Context: an optimization exercise on an open-source flow, tuned for small area, a short achievable clock period and few clock cycles. The choices shown serve that exercise and are no tape-out recipe. In this exercise RTL edits were held to simulation tests only and were not proved equivalent to the original. Power and IR drop assume default switching activity.

== build 46 ==
==> flow/design.v <==
module bk_add #(parameter int W = 40) (
    input  logic [W-1:0] a,
    input  logic [W-1:0] b,
    input  logic         ci,
    output logic [W-1:0] y,
    output logic         co
);
    localparam int L = (W < 2) ? 1 : (W < 4) ? 2 : (W < 8) ? 3 : (W < 16) ? 4 : (W < 32) ? 5 : (W < 64) ? 6 : 7;   
    logic [W:0] g [0:2*L];
    logic [W:0] p [0:2*L];
    always_comb begin
        g[0] = {a & b, ci};
        p[0] = {a ^ b, 1'b0};
        for (int l = 0; l < L; l++) begin
            g[l+1] = g[l];
            p[l+1] = p[l];
            for (int i = (2 << l) - 1; i <= W; i += (2 << l)) begin
                g[l+1][i] = g[l][i] | (p[l][i] & g[l][i - (1 << l)]);
                p[l+1][i] = p[l][i] & p[l][i - (1 << l)];
            end
        end
        for (int l = L - 2; l >= 0; l--) begin
            g[2*L-1-l] = g[2*L-2-l];
            p[2*L-1-l] = p[2*L-2-l];
            for (int i = (3 << l) - 1; i <= W; i += (2 << l)) begin
                g[2*L-1-l][i] = g[2*L-2-l][i] | (p[2*L-2-l][i] & g[2*L-2-l][i - (1 << l)]);
                p[2*L-1-l][i] = p[2*L-2-l][i] & p[2*L-2-l][i - (1 << l)];
            end
        end
        for (int i = 0; i < W; i++) y[i] = p[0][i+1] ^ g[2*L-1][i];
        co = g[2*L-1][W];
    end
endmodule
module inc_late #(parameter int W = 24) (
    input  logic [W-1:0] a,
    input  logic         ci,
    output logic [W-1:0] y
);
    logic [W-1:0] ones;    
    always_comb begin
        ones[0] = 1'b1;
        for (int i = 1; i < W; i++) ones[i] = ones[i-1] & a[i-1];
        y = a ^ (ones & {W{ci}});
    end
endmodule
module day03p2_top (
    input  logic        clk_i,
    input  logic        rst_ni,
    input  logic [3:0]  digit_i,
    input  logic        eol_i,
    output logic [63:0] result_o,
    output logic        ready_o
);
logic [11:0][3:0] s_q, s_d;
logic [11:0]      s_en;
logic [39:0] lo_q;        
logic [23:0] hi_q, hi_d;  
logic [3:0]  d_q;         
logic        busy_q;      
logic        flush_q;     
logic [10:0] mb_q;        
logic        tg_q;        
logic        fin_q;       
logic        hold_q;      
logic        done_q;      
logic [3:0]  add_q;       
logic        c_q;         
logic        dig, conv, nxt11;
logic [10:0] ms;
logic [11:1] lt, moved;
logic [9:0]  ma;
logic [47:0] r;
logic [39:0] a, b, y;
logic        co;
logic [3:0]  top;
logic [39:0] sum;
assign r     = s_q;
assign dig   = d_q != 4'd0;
assign conv  = busy_q;
assign nxt11 = mb_q[10];    
always_comb begin
    for (int i = 1; i < 12; i++) lt[i] = s_q[i] < s_q[i-1];
    moved[11] = lt[11];
    for (int i = 10; i >= 1; i--) moved[i] = moved[i+1] | lt[i];
    top = tg_q ? s_q[11] : 4'd0;
    for (int i = 0; i < 10; i++) ma[i] = mb_q[i] | add_q[0];
    for (int i = 0; i < 11; i++) ms[i] = mb_q[i] | done_q;
    for (int j = 0; j < 40; j++) begin
        a[j] = r[j] & ma[j/4];
        if (j >= 2) b[j] = (r[j-2] & mb_q[(j-2)/4]) | (lo_q[j] & add_q[1 + j/14]);
    end
    b[1] = top[2] | top[3] | (lo_q[1] & add_q[1]);
    b[0] = top[1] | top[3] | (lo_q[0] & add_q[1]);
end
bk_add #(.W(40)) u_add (.a(a), .b(b), .ci(top[3]), .y(y), .co(co));
assign sum = {y[38:0], top[0]};
inc_late #(.W(24)) u_inc (.a(hi_q), .ci(c_q), .y(hi_d));
always_comb begin
    s_d[0] = conv ? sum[3:0] : d_q;
    for (int i = 1; i < 12; i++)
        s_d[i] = (i < 10 ? sum[4*i +: 4] : 4'd0) | (ms[i-1] ? 4'd0 : s_q[i-1]);
    s_en[0] = (conv & ~hold_q) | (dig & (moved[1] | (d_q > s_q[0])));
    for (int i = 1; i < 12; i++) s_en[i] = (conv & ~hold_q) | (dig & moved[i]);
end
always_ff @(posedge clk_i or negedge rst_ni) begin
    if (!rst_ni) begin
        hi_q    <= 24'd0;
        busy_q  <= 1'b1;
        flush_q <= 1'b1;
        mb_q    <= 11'd0;
        done_q  <= 1'b0;
        tg_q    <= 1'b1;
        fin_q   <= 1'b0;
        hold_q  <= 1'b0;
        add_q   <= 4'd0;
        c_q     <= 1'b0;
    end else begin
        hi_q   <= hi_d;
        fin_q  <= nxt11;
        hold_q <= nxt11;
        add_q  <= {4{nxt11 & ~flush_q}};
        c_q    <= add_q[0] & co;
        tg_q   <= ~(nxt11 | fin_q);
        done_q <= fin_q;
        mb_q   <= (conv & ~nxt11 & ~fin_q & ~done_q) ? {mb_q[9:0], 1'b1} : 11'd0;
        if (conv) begin
            busy_q <= ~done_q;
            if (done_q) flush_q <= 1'b0;
        end else begin
            busy_q <= eol_i;
        end
    end
end
always_ff @(posedge clk_i) begin
    d_q  <= (busy_q | eol_i) ? 4'd0 : digit_i;
    if (fin_q) lo_q <= y;
    for (int i = 0; i < 12; i++) if (s_en[i]) s_q[i] <= s_d[i];
end
assign result_o = {hi_q, lo_q};
assign ready_o  = ~busy_q;
endmodule
clock: 8.0 ns
lec_check: 0
cap_margin: 20
core_margin: 2
core_utilization: 40
cts_buf_list: sky130_fd_sc_hd__clkbuf_4 sky130_fd_sc_hd__clkbuf_8
cts_cluster_diameter: 100
cts_cluster_size: 30
setup_slack_margin: 4.5
slew_margin: 20
standard.sh (not shown) runs the stock make flow with config.mk's settings and CLKGATE_MAP_FILE= SYNTH_SCRIPT=/design/flow/synth_recipe.tcl, a recipe that flattens the netlist after the stock synthesis.
==> flow/flow/run.sh <==
#!/bin/bash
set -euo pipefail
export BUFFER_PORTS_ARGS="-buffer_cell sky130_fd_sc_hd__buf_2"
bash standard.sh finish > standard_flow.log 2>&1
Every stage of the flow completed for build 46, and the final layout passed the timing, DRC and antenna checks.
Testbench counts of build 46, summed over its fixed seeds: cycles 55,312.
Setup changes, build 46 to trial 19
# build 46
export LEC_CHECK = 0
export CAP_MARGIN = 20
export CORE_MARGIN = 2
export CORE_UTILIZATION = 40
export CTS_BUF_LIST = sky130_fd_sc_hd__clkbuf_4 sky130_fd_sc_hd__clkbuf_8
export CTS_CLUSTER_DIAMETER = 100
export CTS_CLUSTER_SIZE = 30
export SETUP_SLACK_MARGIN = 4.5
export SLEW_MARGIN = 20
create_clock -name core_clock -period 8.0 [get_ports {clk_i}]
# trial 19
export LEC_CHECK = 0
export CAP_MARGIN = 20
export CORE_MARGIN = 2
export CORE_UTILIZATION = 40
export CTS_BUF_LIST = sky130_fd_sc_hd__clkbuf_4 sky130_fd_sc_hd__clkbuf_8
export CTS_CLUSTER_DIAMETER = 100
export CTS_CLUSTER_SIZE = 30
export SETUP_SLACK_MARGIN = 4.25
export SLEW_MARGIN = 20
create_clock -name core_clock -period 8.0 [get_ports {clk_i}]
==> flow/flow/run.sh <==
#!/bin/bash
set -euo pipefail
export BUFFER_PORTS_ARGS="-buffer_cell sky130_fd_sc_hd__buf_1"
bash standard.sh finish > standard_flow.log 2>&1
### Flow results
Combinational fraction of design power: trial 19 < build 46. Total number of placement rows came out exactly the same in trial 19 and build 46. Build 46 ended up with more cell instances than trial 19 did. Trial 19 vs. build 46: area share of fa/ha/maj cells after synthesis barely changed; share of power burned in the clock network now larger. Utilization: trial 19 lower than build 46. Build 46 vs trial 19, worst-path cell with the longest stage delay: dfrtp_4 vs dfrtp_2. Relative to build 46, area growth from synthesis to final layout decreased by 6.7 points in trial 19.

before:
RTL: the design.v shown in full above, as it stands there.
make LEC_CHECK=0 CAP_MARGIN=20 CORE_MARGIN=2 CORE_UTILIZATION=40 CTS_BUF_LIST='sky130_fd_sc_hd__clkbuf_4 sky130_fd_sc_hd__clkbuf_8' CTS_CLUSTER_DIAMETER=100 CTS_CLUSTER_SIZE=30 SETUP_SLACK_MARGIN=4 SLEW_MARGIN=20 finish   # period 8.0 ns
run.sh (not shown) runs the stock make flow with config.mk's settings and CLKGATE_MAP_FILE= SYNTH_SCRIPT=/design/flow/synth_recipe.tcl, a recipe that flattens the netlist after the stock synthesis.
Stock flow here: none of the scripts above is used.
Looking at the reports, before completed the entire flow and the layout it produced met the timing, DRC and antenna checks.
Testbench counts of before, summed over its fixed seeds: cycles 55,312.
## Diff of input files: after against before
Settings: a change of SETUP_SLACK_MARGIN from 4 to 3.75.
==> flow/flow/run.sh (new file) <==
#!/bin/bash
set -euo pipefail
export BUFFER_PORTS_ARGS="-buffer_cell sky130_fd_sc_hd__buf_1"
bash standard.sh finish > standard_flow.log 2>&1
==> flow/standard.sh (new file) <==
#!/bin/bash
# synth_recipe.tcl (not shown) runs the flow's synth.tcl, then flattens the netlist and writes it again
# the make line also repeats each setting of config.mk as NAME=value (left out here)
make -C /OpenROAD-flow-scripts/flow DESIGN_CONFIG=/design/flow/config.mk WORK_HOME=/design/flow/orfs CLKGATE_MAP_FILE= SYNTH_SCRIPT=/design/flow/synth_recipe.tcl "${@:-finish}"
removed: flow/run.sh
Results
- In summary, after completed successfully, with a layout that passed the timing, DRC and antenna checks.
- Per the comparison of after with before, time the final worst path needs with I/O delays and setup +0.085 ns, buffer count excluding the clock tree in the final layout +1, overflow left after global routing ~0 delta.

RTL: the design.v shown in full above, as it stands there.
export LEC_CHECK = 0
export CAP_MARGIN = 20
export CORE_MARGIN = 2
export CORE_UTILIZATION = 60
export CTS_BUF_LIST = sky130_fd_sc_hd__clkbuf_4 sky130_fd_sc_hd__clkbuf_8
export CTS_CLUSTER_DIAMETER = 100
export CTS_CLUSTER_SIZE = 30
export SETUP_SLACK_MARGIN = 4.5
export SLEW_MARGIN = 20
create_clock -name core_clock -period 8.0 [get_ports {clk_i}]
Stock flow here: none of the scripts above is used.
Testbench counts at the start, summed over its fixed seeds: cycles 55,312.
==> next run, changes <==
==> flow/flow/run.sh (new file) <==
#!/bin/bash
set -euo pipefail
export BUFFER_PORTS_ARGS="-buffer_cell sky130_fd_sc_hd__buf_1"
bash standard.sh finish > standard_flow.log 2>&1
==> flow/standard.sh (new file) <==
#!/bin/bash
# synth_recipe.tcl (not shown) runs the flow's synth.tcl, then flattens the netlist and writes it again
# the make line also repeats each setting of config.mk as NAME=value (left out here)
make -C /OpenROAD-flow-scripts/flow DESIGN_CONFIG=/design/flow/config.mk WORK_HOME=/design/flow/orfs CLKGATE_MAP_FILE= SYNTH_SCRIPT=/design/flow/synth_recipe.tcl "${@:-finish}"
CORE_UTILIZATION = 30   (was 60)
SETUP_SLACK_MARGIN = 4.25   (was 4.5)
removed: flow/run.sh
What happened: The new run finished with timing, DRC and antenna clean; routed wire length drops by 1.5%; fmax drops by 3.0%; via count drops by about 6%; worst setup slack gets worse by 0.11 ns; cell area drops by 6.1%; clock skew is about the same; non-clock buffer count drops by 12.
==> next run, changes <==
==> flow/run.sh (new file) <==
#!/bin/bash
# synth_recipe.tcl (not shown) runs the flow's synth.tcl, then flattens the netlist and writes it again
# the make line also repeats each setting of config.mk as NAME=value (left out here)
make -C /OpenROAD-flow-scripts/flow DESIGN_CONFIG=/design/flow/config.mk WORK_HOME=/design/flow/orfs CLKGATE_MAP_FILE= SYNTH_SCRIPT=/design/flow/synth_recipe.tcl finish
CORE_UTILIZATION = 40   (was 30)
SETUP_SLACK_MARGIN = 5   (was 4.25)
removed: flow/flow/run.sh
removed: flow/standard.sh
The new run ran to the end with no violations.
Power climbs by 9.2%.
Cell area rose by about 11%.
Worst hold slack stays flat.
==> next run, changes <==
SETUP_SLACK_MARGIN = 4.5   (was 5)
Result: The new run produced a clean layout. Non-clock buffer count shrinks by 29. Cell count goes down by 2.5%. Via count came out lower by 3.0%. Critical path depth does not change. Utilization goes down by 2.6 points.
==> next run, changes <==
==> flow/flow/run.sh (new file) <==
#!/bin/bash
set -euo pipefail
export BUFFER_PORTS_ARGS="-buffer_cell sky130_fd_sc_hd__buf_1"
bash standard.sh finish > standard_flow.log 2>&1
==> flow/standard.sh (new file) <==
#!/bin/bash
# synth_recipe.tcl (not shown) runs the flow's synth.tcl, then flattens the netlist and writes it again
# the make line also repeats each setting of config.mk as NAME=value (left out here)
make -C /OpenROAD-flow-scripts/flow DESIGN_CONFIG=/design/flow/config.mk WORK_HOME=/design/flow/orfs CLKGATE_MAP_FILE= SYNTH_SCRIPT=/design/flow/synth_recipe.tcl "${@:-finish}"
removed: flow/run.sh
Effect: Via count hardly moves; sequential power came out lower by a few percent; critical path depth is unchanged; hold slack improved by 0.0058 ns; non-clock buffer count came out higher by 1; area after synthesis is unchanged; wire length came out lower slightly.
==> next run, changes <==
SETUP_SLACK_MARGIN = 4   (was 4.5)
Effect: Hold slack stays flat. Critical path depth stays the same. Design area is lower by 3.4%. Routed wire length drops by 3.9%. Power fell by 5.2%. Final cell count decreases by 0.79%. Maximum frequency shrinks by 7.5%. Via count went down by 1.7%.

static timing again, ports no longer ideal:
The results above use ideal ports. As a check the final layouts listed here were re-extracted and re-timed, cells and wires unchanged. Step 1 assumes that a clkbuf_16 drives the clock port and a buf_2 every other input. Step 2, shift: input delay + t, output delay - t, t = (earliest + latest rising clock arrival at the registers) / 2. This alone moves slack from input paths to output paths. a / b / c = no drivers / after step 1 / after step 2; a / b = the first two.
run | shift t [ns] | setup slack, ns | latest minus earliest clock arrival (ns) | worst data-port slew with drivers (ns) | cell pins on the clock port's net
build 46 | 0.488 | 4.578 / 4.578 / 4.578 | 0.012 / 0.012 | 0.03 | 1
trial 19 | 0.498 | 4.565 / 4.565 / 4.565 | 0.017 / 0.017 | 0.03 | 1
before | 0.497 | 4.338 / 4.338 / 4.338 | 0.014 / 0.014 | 0.03 | 1
after | 0.497 | 4.252 / 4.252 / 4.252 | 0.017 / 0.017 | 0.03 | 1
the first run of note 3 | 0.496 | 4.588 / 4.588 / 4.588 | 0.010 / 0.011 | 0.03 | 1
the second run of note 3 | 0.492 | 4.483 / 4.483 / 4.483 | 0.013 / 0.014 | 0.04 | 1
the third run of note 3 | 0.506 | 4.564 / 4.564 / 4.564 | 0.016 / 0.016 | 0.03 | 1
the fourth run of note 3 | 0.497 | 4.639 / 4.639 / 4.639 | 0.013 / 0.013 | 0.03 | 1
the fifth run of note 3 | 0.498 | 4.628 / 4.628 / 4.628 | 0.018 / 0.018 | 0.03 | 1
the sixth run of note 3 | 0.497 | 4.353 / 4.353 / 4.353 | 0.017 / 0.017 | 0.03 | 1
After both steps setup and hold are still met in every run listed.
